What follows belongs to an exercise in optimizing a design on an open flow for small area; a production flow would make more cautious choices. Function was checked by simulation only, so behaviour that the tests miss may differ from the original. Power is estimated from default activity; no workload was simulated.

==> flow/design.v (outline; a module is shown in full before it is edited, if it fits) <==
// module tictactoe_vga: 4037 lines
module tictactoe_vga(clk, btnCpuReset, btnC, btnR, btnL, btnU, btnD, HS, VS, vgaR, vgaG, vgaB);
  // ...
==> flow/flow/run.sh <==
#!/bin/bash
set -euo pipefail
W=$(pwd)
R=$W/orfs/results/$FLOW_PLATFORM/tictactoe_vga/base
YOSYS=$FLOW_HOME/../tools/install/yosys/bin/yosys
[ -x "$YOSYS" ] || YOSYS=yosys

bash standard.sh synth > "$W/log_1_standard_synth.log" 2>&1

cp "$R/1_2_yosys.v" "$W/netlist_standard.v"
# ABC's dont-use list: the one the standard synthesis gave ABC
DONT=$(grep -o -- '-dont_use [^ ]*' "$W/orfs/logs/$FLOW_PLATFORM/tictactoe_vga/base/1_2_yosys.log" | sort -u | tr '\n' ' ' || true)
export REMAP_LIB=$FLOW_HOME/platforms/$FLOW_PLATFORM/lib/sky130_fd_sc_hd__tt_025C_1v80.lib
export REMAP_IN=$W/netlist_standard.v REMAP_OUT=$W/netlist_remapped.v
export REMAP_DIR=$W/flow REMAP_WORK=$W REMAP_DEEPSYN=600 REMAP_TOP=$FLOW_TOP REMAP_DONT="$DONT"
"$YOSYS" -c "$W/flow/remap.tcl" > "$W/log_2_remap.log" 2>&1

cp "$W/netlist_remapped.v" "$R/1_2_yosys.v"
rm -f "$R/1_synth.odb" "$R/1_synth.sdc"
bash standard.sh "BUFFER_PORTS_ARGS=-buffer_cell sky130_fd_sc_hd__buf_1" \
  "CTS_ARGS=-sink_clustering_enable -repair_clock_nets -buf_list sky130_fd_sc_hd__clkbuf_8 -dont_use_dummy_load" \
  finish > "$W/log_3_standard_layout.log" 2>&1
test -s "$W/out/final.def"
==> flow/flow/map1.abc <==
strash
&get -n
&dch -f
&nf -R 1000
&put
topo
==> flow/flow/map2.abc <==
strash
&get -n
&dch -f
&nf -R 1000 -p
&put
topo
==> flow/flow/map3.abc <==
strash
dch -f
map -a
topo
==> flow/flow/map4.abc <==
strash
&get -n
&nf -R 1000
&put
topo
==> flow/flow/map5.abc <==
strash
dch -f
amap
topo
==> flow/flow/map6.abc <==
strash
&get -n
&nf -R 1000 -F 8 -A 8
&put
topo
==> flow/flow/map7.abc <==
strash
&get -n
&dch
&nf -R 1000
&put
topo
==> flow/flow/opt.abc.in <==
strash
balance -l
resub -K 6 -l
rewrite -l
resub -K 6 -N 2 -l
refactor -l
resub -K 8 -l
balance -l
resub -K 8 -N 2 -l
rewrite -l
resub -K 10 -l
rewrite -z -l
resub -K 10 -N 2 -l
balance -l
resub -K 12 -l
refactor -z -l
resub -K 12 -N 2 -l
rewrite -z -l
balance -l
balance -l
resub -K 6 -l
rewrite -l
resub -K 6 -N 2 -l
refactor -l
resub -K 8 -l
balance -l
resub -K 8 -N 2 -l
rewrite -l
resub -K 10 -l
rewrite -z -l
resub -K 10 -N 2 -l
balance -l
resub -K 12 -l
refactor -z -l
resub -K 12 -N 2 -l
rewrite -z -l
balance -l
balance -l
resub -K 6 -l
rewrite -l
resub -K 6 -N 2 -l
refactor -l
resub -K 8 -l
balance -l
resub -K 8 -N 2 -l
rewrite -l
resub -K 10 -l
rewrite -z -l
resub -K 10 -N 2 -l
balance -l
resub -K 12 -l
refactor -z -l
resub -K 12 -N 2 -l
rewrite -z -l
balance -l
balance -l
resub -K 6 -l
rewrite -l
resub -K 6 -N 2 -l
refactor -l
resub -K 8 -l
balance -l
resub -K 8 -N 2 -l
rewrite -l
resub -K 10 -l
rewrite -z -l
resub -K 10 -N 2 -l
balance -l
resub -K 12 -l
refactor -z -l
resub -K 12 -N 2 -l
rewrite -z -l
balance -l
&get -n
&deepsyn -T $DS
&put
map
==> flow/flow/remap.tcl <==
# Re-map the combinational logic of the standard synthesis netlist for area.
# Registers (sequential cells) stay as they are: same instances, names and cell types.
# The logic is optimised once (opt.abc, with ABC's &deepsyn), then mapped to the
# library with each of map*.abc; the smallest mapping is kept.
yosys -import
set lib $::env(REMAP_LIB)
set dir $::env(REMAP_DIR)
read_liberty -ignore_miss_func $lib
read_verilog $::env(REMAP_IN)
hierarchy -top $::env(REMAP_TOP)
set seq {sky130_fd_sc_hd__df* sky130_fd_sc_hd__edf* sky130_fd_sc_hd__sdf* sky130_fd_sc_hd__dl*}
foreach p $seq { catch { setattr -mod -set keep_hierarchy 1 $p } }
tee -o $::env(REMAP_WORK)/stat_standard.txt stat -liberty $lib
flatten
# the flattened cells' port wires get private names, so the netlist keeps its own net names
yosys rename -hide w:_*_.*
# the registers' cell models are not needed any more: only their instances are kept
foreach p $seq { catch { blackbox $p } }
opt_clean
# optimise the logic (AND/NOT gates)
set f [open $dir/opt.abc.in r]; set s [read $f]; close $f
set f [open $::env(REMAP_WORK)/opt.abc w]; puts -nonewline $f [string map [list {$DS} $::env(REMAP_DEEPSYN)] $s]; close $f
abc -g AND -script $::env(REMAP_WORK)/opt.abc
opt_clean
design -save optimised
set best_area 1e12
set best ""
foreach m [lsort [glob $dir/map*.abc]] {
  design -load optimised
  abc -liberty $lib -script $m {*}$::env(REMAP_DONT)
  opt_clean
  set sf $::env(REMAP_WORK)/stat_[file rootname [file tail $m]].txt
  tee -q -o $sf stat -liberty $lib
  set f [open $sf r]; set txt [read $f]; close $f
  regexp {Chip area for module '[^']*': ([0-9.]+)} $txt -> area
  puts "REMAP $m area $area"
  if {$area < $best_area} { set best_area $area; set best $m; design -save best }
}
puts "REMAP best $best area $best_area"
design -load best
setundef -zero
hilomap -singleton -hicell sky130_fd_sc_hd__conb_1 HI -locell sky130_fd_sc_hd__conb_1 LO
insbuf -buf sky130_fd_sc_hd__buf_1 A X
splitnets
tee -o $::env(REMAP_WORK)/stat_remapped.txt stat -liberty $lib
yosys check
write_verilog -noattr $::env(REMAP_OUT)
==> flow/standard.sh <==
#!/bin/bash
# synth_recipe.tcl (not shown) runs the flow's synth.tcl, then flattens the netlist and writes it again
# the make line also repeats each setting of config.mk as NAME=value (left out here)
make -C /OpenROAD-flow-scripts/flow DESIGN_CONFIG=/design/flow/config.mk WORK_HOME=/design/flow/orfs CLKGATE_MAP_FILE= SYNTH_SCRIPT=/design/flow/synth_recipe.tcl "${@:-finish}"
==> flow/config.mk <==
export PLATFORM = sky130hd
export DESIGN_NAME = tictactoe_vga
export DESIGN_NICKNAME = tictactoe_vga
export VERILOG_FILES = /design/flow/design.v
export SDC_FILE = /design/flow/constraint.sdc
export NUM_CORES = 4
export LEC_CHECK = 0
export ABC_AREA = 1
export CAP_MARGIN = 20
export CORE_MARGIN = 2
export CORE_UTILIZATION = 40
export SLEW_MARGIN = 20
export SYNTH_MEMORY_MAX_BITS = 1048576
==> flow/constraint.sdc <==
create_clock -name core_clock -period 10.0 [get_ports {clk}]
set_input_delay 2.0000 -clock core_clock [delete_from_list [all_inputs] [get_ports {clk}]]
set_output_delay 2.0000 -clock core_clock [all_outputs]
set_load 0.01 [all_outputs]
==> results.sh, run 1 <==
export IMPL_timing_fmax_mhz=247
export IMPL_cap_violations=0
export IMPL_comb_cell_power_mw=0.0155
export IMPL_cpMaxStageDelayCell="dfrtp_1"
export IMPL_clock_area_share_pct=3.03
export IMPL_synthesis_area_um2=7130
export IMPL_highest_layer="met4"
export IMPL_path_max_fanout=17
export IMPL_path_depth=15
export IMPL_start_kind="flip-flop"
export IMPL_reg2reg_depth=15
export IMPL_dr_wl_met2_um=7380
export IMPL_ctsResizeCount=0
export IMPL_pg_clk_mw=0.353
export IMPL_drcViolationCount=0
export IMPL_ant_nets=0
export IMPL_met3_wirelength_um=739
export IMPL_core_um2=17400
export IMPL_irDropWorstVdd_uv=127
export IMPL_tns_ns=0
export IMPL_cp_data_arrival_time_ns=4.35
export IMPL_clockRootBuffer="clkbuf_8"
export IMPL_sh_seq_area_pct=50.5
export IMPL_yosys_warnings=1
export IMPL_startpoint="hc[6]$_DFFE_PN0P_"
export IMPL_fin_crit_sh_pct=40.5
export IMPL_clkPwrFrac_pct=33.0
export IMPL_antenna_found_initial=0
export IMPL_routed_wl_um=16100
export IMPL_path_delay_family="simple AND/OR/NAND/NOR gates"
export IMPL_cts_htree_levels=4
export IMPL_crit_required_ns=10.30
export IMPL_outcome="finished clean"
export IMPL_powerDensity_nw_per_um2=139
export IMPL_wl_met1_um=7690
export IMPL_drt_initial_drc_count=471
export IMPL_syn_num_nets=769
export IMPL_worstSkewPairLatency_ns=0.45
export IMPL_slew_violations=0
export IMPL_netSwitchingFraction_pct=20.3
export IMPL_cts_tree="yes"
export IMPL_hold_ws_ns=0.385
export IMPL_maxSlewHeadroom_pct=36.1
==> run 2, diff against run 1 <==
--- a/flow/flow/run.sh
+++ b/flow/flow/run.sh
@@ -12,7 +12,7 @@
 DONT=$(grep -o -- '-dont_use [^ ]*' "$W/orfs/logs/$FLOW_PLATFORM/tictactoe_vga/base/1_2_yosys.log" | sort -u | tr '\n' ' ' || true)
 export REMAP_LIB=$FLOW_HOME/platforms/$FLOW_PLATFORM/lib/sky130_fd_sc_hd__tt_025C_1v80.lib
 export REMAP_IN=$W/netlist_standard.v REMAP_OUT=$W/netlist_remapped.v
-export REMAP_DIR=$W/flow REMAP_WORK=$W REMAP_DEEPSYN=600 REMAP_TOP=$FLOW_TOP REMAP_DONT="$DONT"
+export REMAP_DIR=$W/flow REMAP_WORK=$W REMAP_DEEPSYN=1500 REMAP_TOP=$FLOW_TOP REMAP_DONT="$DONT"
 "$YOSYS" -c "$W/flow/remap.tcl" > "$W/log_2_remap.log" 2>&1
 
 cp "$W/netlist_remapped.v" "$R/1_2_yosys.v"
==> results.sh, run 2 <==
export IMPL_outcome="finished clean"
export IMPL_final_cells=1016
export IMPL_setup_ws_ns=5.95
export IMPL_place_ws_ns=6.05
export IMPL_p_leak_nw=2.97
export IMPL_ant_nets=0
export IMPL_irDropWorstVdd_uv=127
export IMPL_comb_power_share_pct=1.5
export IMPL_path_class="reg2reg"
export IMPL_hold_path_class="reg2reg"
export IMPL_clockRootBuffer="clkbuf_8"
export IMPL_fillCellCount=1687
export IMPL_hold_depth=1
export IMPL_holdPathEnd="dbC.q[1]$_DFF_P_"
export IMPL_cts_htree_levels=4
export IMPL_hpwl_um=11600
export IMPL_cp_data_arrival_time_ns=4.35
export IMPL_powerDensity_nw_per_um2=139
export IMPL_portBuffers=20
export IMPL_final_cell_mix="nor2_1 (125), nand2_1 (113), dfxtp_1 (95)"
export IMPL_multiInputGateArea_um2=3130
export IMPL_clkTransAtPathRegs_ns=0.08
export IMPL_num_vias=5709
export IMPL_dpl_cell_count=999
export IMPL_worst_slew_pin_slew_ns=0.955
export IMPL_min_delay_start="dbC.c[0]$_SDFF_PN1_"
export IMPL_fin_crit_sh_pct=40.5
export IMPL_r2r_setup_slack_ns=5.95
export IMPL_intPower_mw=0.852
export IMPL_timing_fmax_mhz=247
export IMPL_ios=21
export IMPL_finClkSkew_ns=0.0344
export IMPL_routed_via_density=5.62
export IMPL_ctsHoldBuffers=0
export IMPL_netSwitchingFraction_pct=20.3
export IMPL_start_kind="flip-flop"
export IMPL_slew_violations=0
export IMPL_core_um2=17400
export IMPL_post_cts_setup_buffer_count=0
export IMPL_gr_total_overflow=0
export IMPL_grt_pass1_vias=5492
export IMPL_synthesis_area_um2=7130
export IMPL_grtUsageTotal_pct=18.2
export IMPL_antenna_cells=0
export IMPL_crit_required_ns=10.30
export IMPL_firstDrtPassIters=6
export IMPL_start_util_pct=41.1
export IMPL_p_sw_mw=0.217
export IMPL_maxSlewHeadroom_pct=36.1
export IMPL_grt_pass1_wl_um=27100
export IMPL_pwr_share_seq_pct=65.5
export IMPL_cts_buffers=17
export IMPL_drcViolationCount=0
export IMPL_rows=48
export IMPL_rsz0062_at_grt="no"
export IMPL_post_drt_wl_per_cell_um=15.9
export IMPL_routed_wl_um=16100
export IMPL_dieArea_um2=18900
export IMPL_area_growth_syn_to_layout_pct=8.16
export IMPL_gp_congestion=0.968
export IMPL_layout_cells_most_common="nor2_1"
export IMPL_clk_path_buf_depth=2
export IMPL_syn_inst=762
export IMPL_clkPwrFrac_pct=33.0
export IMPL_fin_total_pwr_mw=1.07
export IMPL_seq_area_um2=3890
export IMPL_path_max_fanout=17
export IMPL_rr_startpoint="hc[6]$_DFFE_PN0P_"
export IMPL_drive_gt1_share_pct=2.91
export IMPL_worst_setup_path_end_kind="flip-flop"
export IMPL_die_h_um=137
export IMPL_final_nets=800
export IMPL_worstReg2RegEnd="px.dw$_DFF_P_"
export IMPL_cts_sinks=171
export IMPL_yosys_warnings=1
export IMPL_syn_avg_cell_area_um2=9.35
export IMPL_worstSkewPairLatency_ns=0.45
export IMPL_ctsResizeCount=0
export IMPL_fp_dieW_um=137
export IMPL_hold_viol=0
export IMPL_syn_num_nets=769
export IMPL_grt_max_degree=59
export IMPL_antenna_found_initial=0
export IMPL_tns_ns=0
export IMPL_fin_crit_ns=4.05
export IMPL_drt_initial_drc_count=471
export IMPL_cap_violations=0
export IMPL_cts_tree="yes"
export IMPL_reg2reg_depth=15
export IMPL_setup_viol=0
-- run 2: worst max path at each step --
stage | end | cells after the start | from
after detailed placement | px.dw$_DFF_P_ | 15 | hc[6]$_DFFE_PN0P_
after CTS | px.dw$_DFF_P_ | 15 | hc[6]$_DFFE_PN0P_
after floorplan | px.l0.b[0]$_DFFE_PP_ | 6 | tm.vq[6]$_DFFE_PN0P_
after global placement | px.dw$_DFF_P_ | 15 | hc[6]$_DFFE_PN0P_
final | px.dw$_DFF_P_ | 15 | hc[6]$_DFFE_PN0P_
after global routing | px.dw$_DFF_P_ | 15 | hc[6]$_DFFE_PN0P_
-- run 2: power groups by stage --
stage / Sequential (mW) / Combinational, mW / Clock, mW
2_1_floorplan: 0.715 / 0.00756 / 0
3_3_place_gp: 0.715 / 0.0157 / 0
3_5_place_dp: 0.715 / 0.0161 / 0
4_1_cts: 0.700 / 0.0160 / 0.367
5_1_grt: 0.701 / 0.0182 / 0.393
6_report: 0.700 / 0.0155 / 0.353
-- run 2: critical path, stage by stage (launching register included) --
cell      delay [ns]
dfrtp_1         0.79
xnor2_1         0.26
nor2_1          0.37
nand2_1         0.17
nor2_1          0.19
nand2_1         0.07
nand2_1         0.11
mux2i_1         0.08
nor2_1          0.52
nor2_1          0.26
nand2_1         0.12
nor2_1          0.11
a222oi_1        0.42
o22ai_1         0.20
o22ai_1         0.14
a21boi_0        0.10
-- run 2: through the flow --
stage | hold slack (ns) | util, % | area [um^2]
2_1_floorplan | 0.353 | - | 7130
5_1_grt | 0.395 | 44.4 | 7710
6_report | 0.385 | 44.4 | 7710
4_1_cts | 0.384 | 44.4 | 7710
3_5_place_dp | 0.365 | 43.1 | 7480
3_3_place_gp | 0.360 | 43.1 | 7480
-- run 2: area by class of cell --
cell class	count	area share (%)
clock buffer	17	3.03
inverter	16	0.779
multi-input combinational	563	40.7
sequential	171	50.5
tap	225	3.65
timing repair buffer	24	1.38
-- run 2: metal layers --
| metal | track usage [%] | share of wire [%] | vias to the layer above | wire length (um) |
|---|---|---|---|---|
| met5 | 0 | 0 | - | 0 |
| met4 | 6.24 | 2.0 | 0 | 321 |
| met3 | 3.97 | 4.6 | 33 | 739 |
| met2 | 28.5 | 46 | 175 | 7380 |
| met1 | 25.0 | 48 | 2745 | 7690 |
| li1 | - | - | 2756 | - |

==> re-timing with driven ports <==
How much do the figures lean on ideal ports? The routed layouts below were timed once more, with nothing changed but the port constraints.
Step 1 assumes that a clkbuf_16 drives the clock port and a buf_2 every other input.
Step 2 moves the port delays by t, midway between the first and last clock arrival at a register: inputs arrive t later, outputs are due t later. That takes back most of the time a late clock gives input paths.
a / b / c = ideal ports / drivers / drivers and shift; a / b = the first two.
run	shift t [ns]	setup WS [ns]	latest minus earliest clock arrival (ns)	worst register clock-pin slew, ns
run 1	0.469	5.947 / 5.947 / 5.947	0.036 / 0.036	0.10 / 0.10
run 2	0.469	5.947 / 5.947 / 5.947	0.036 / 0.036	0.10 / 0.10
After both steps every run listed still meets setup and hold.
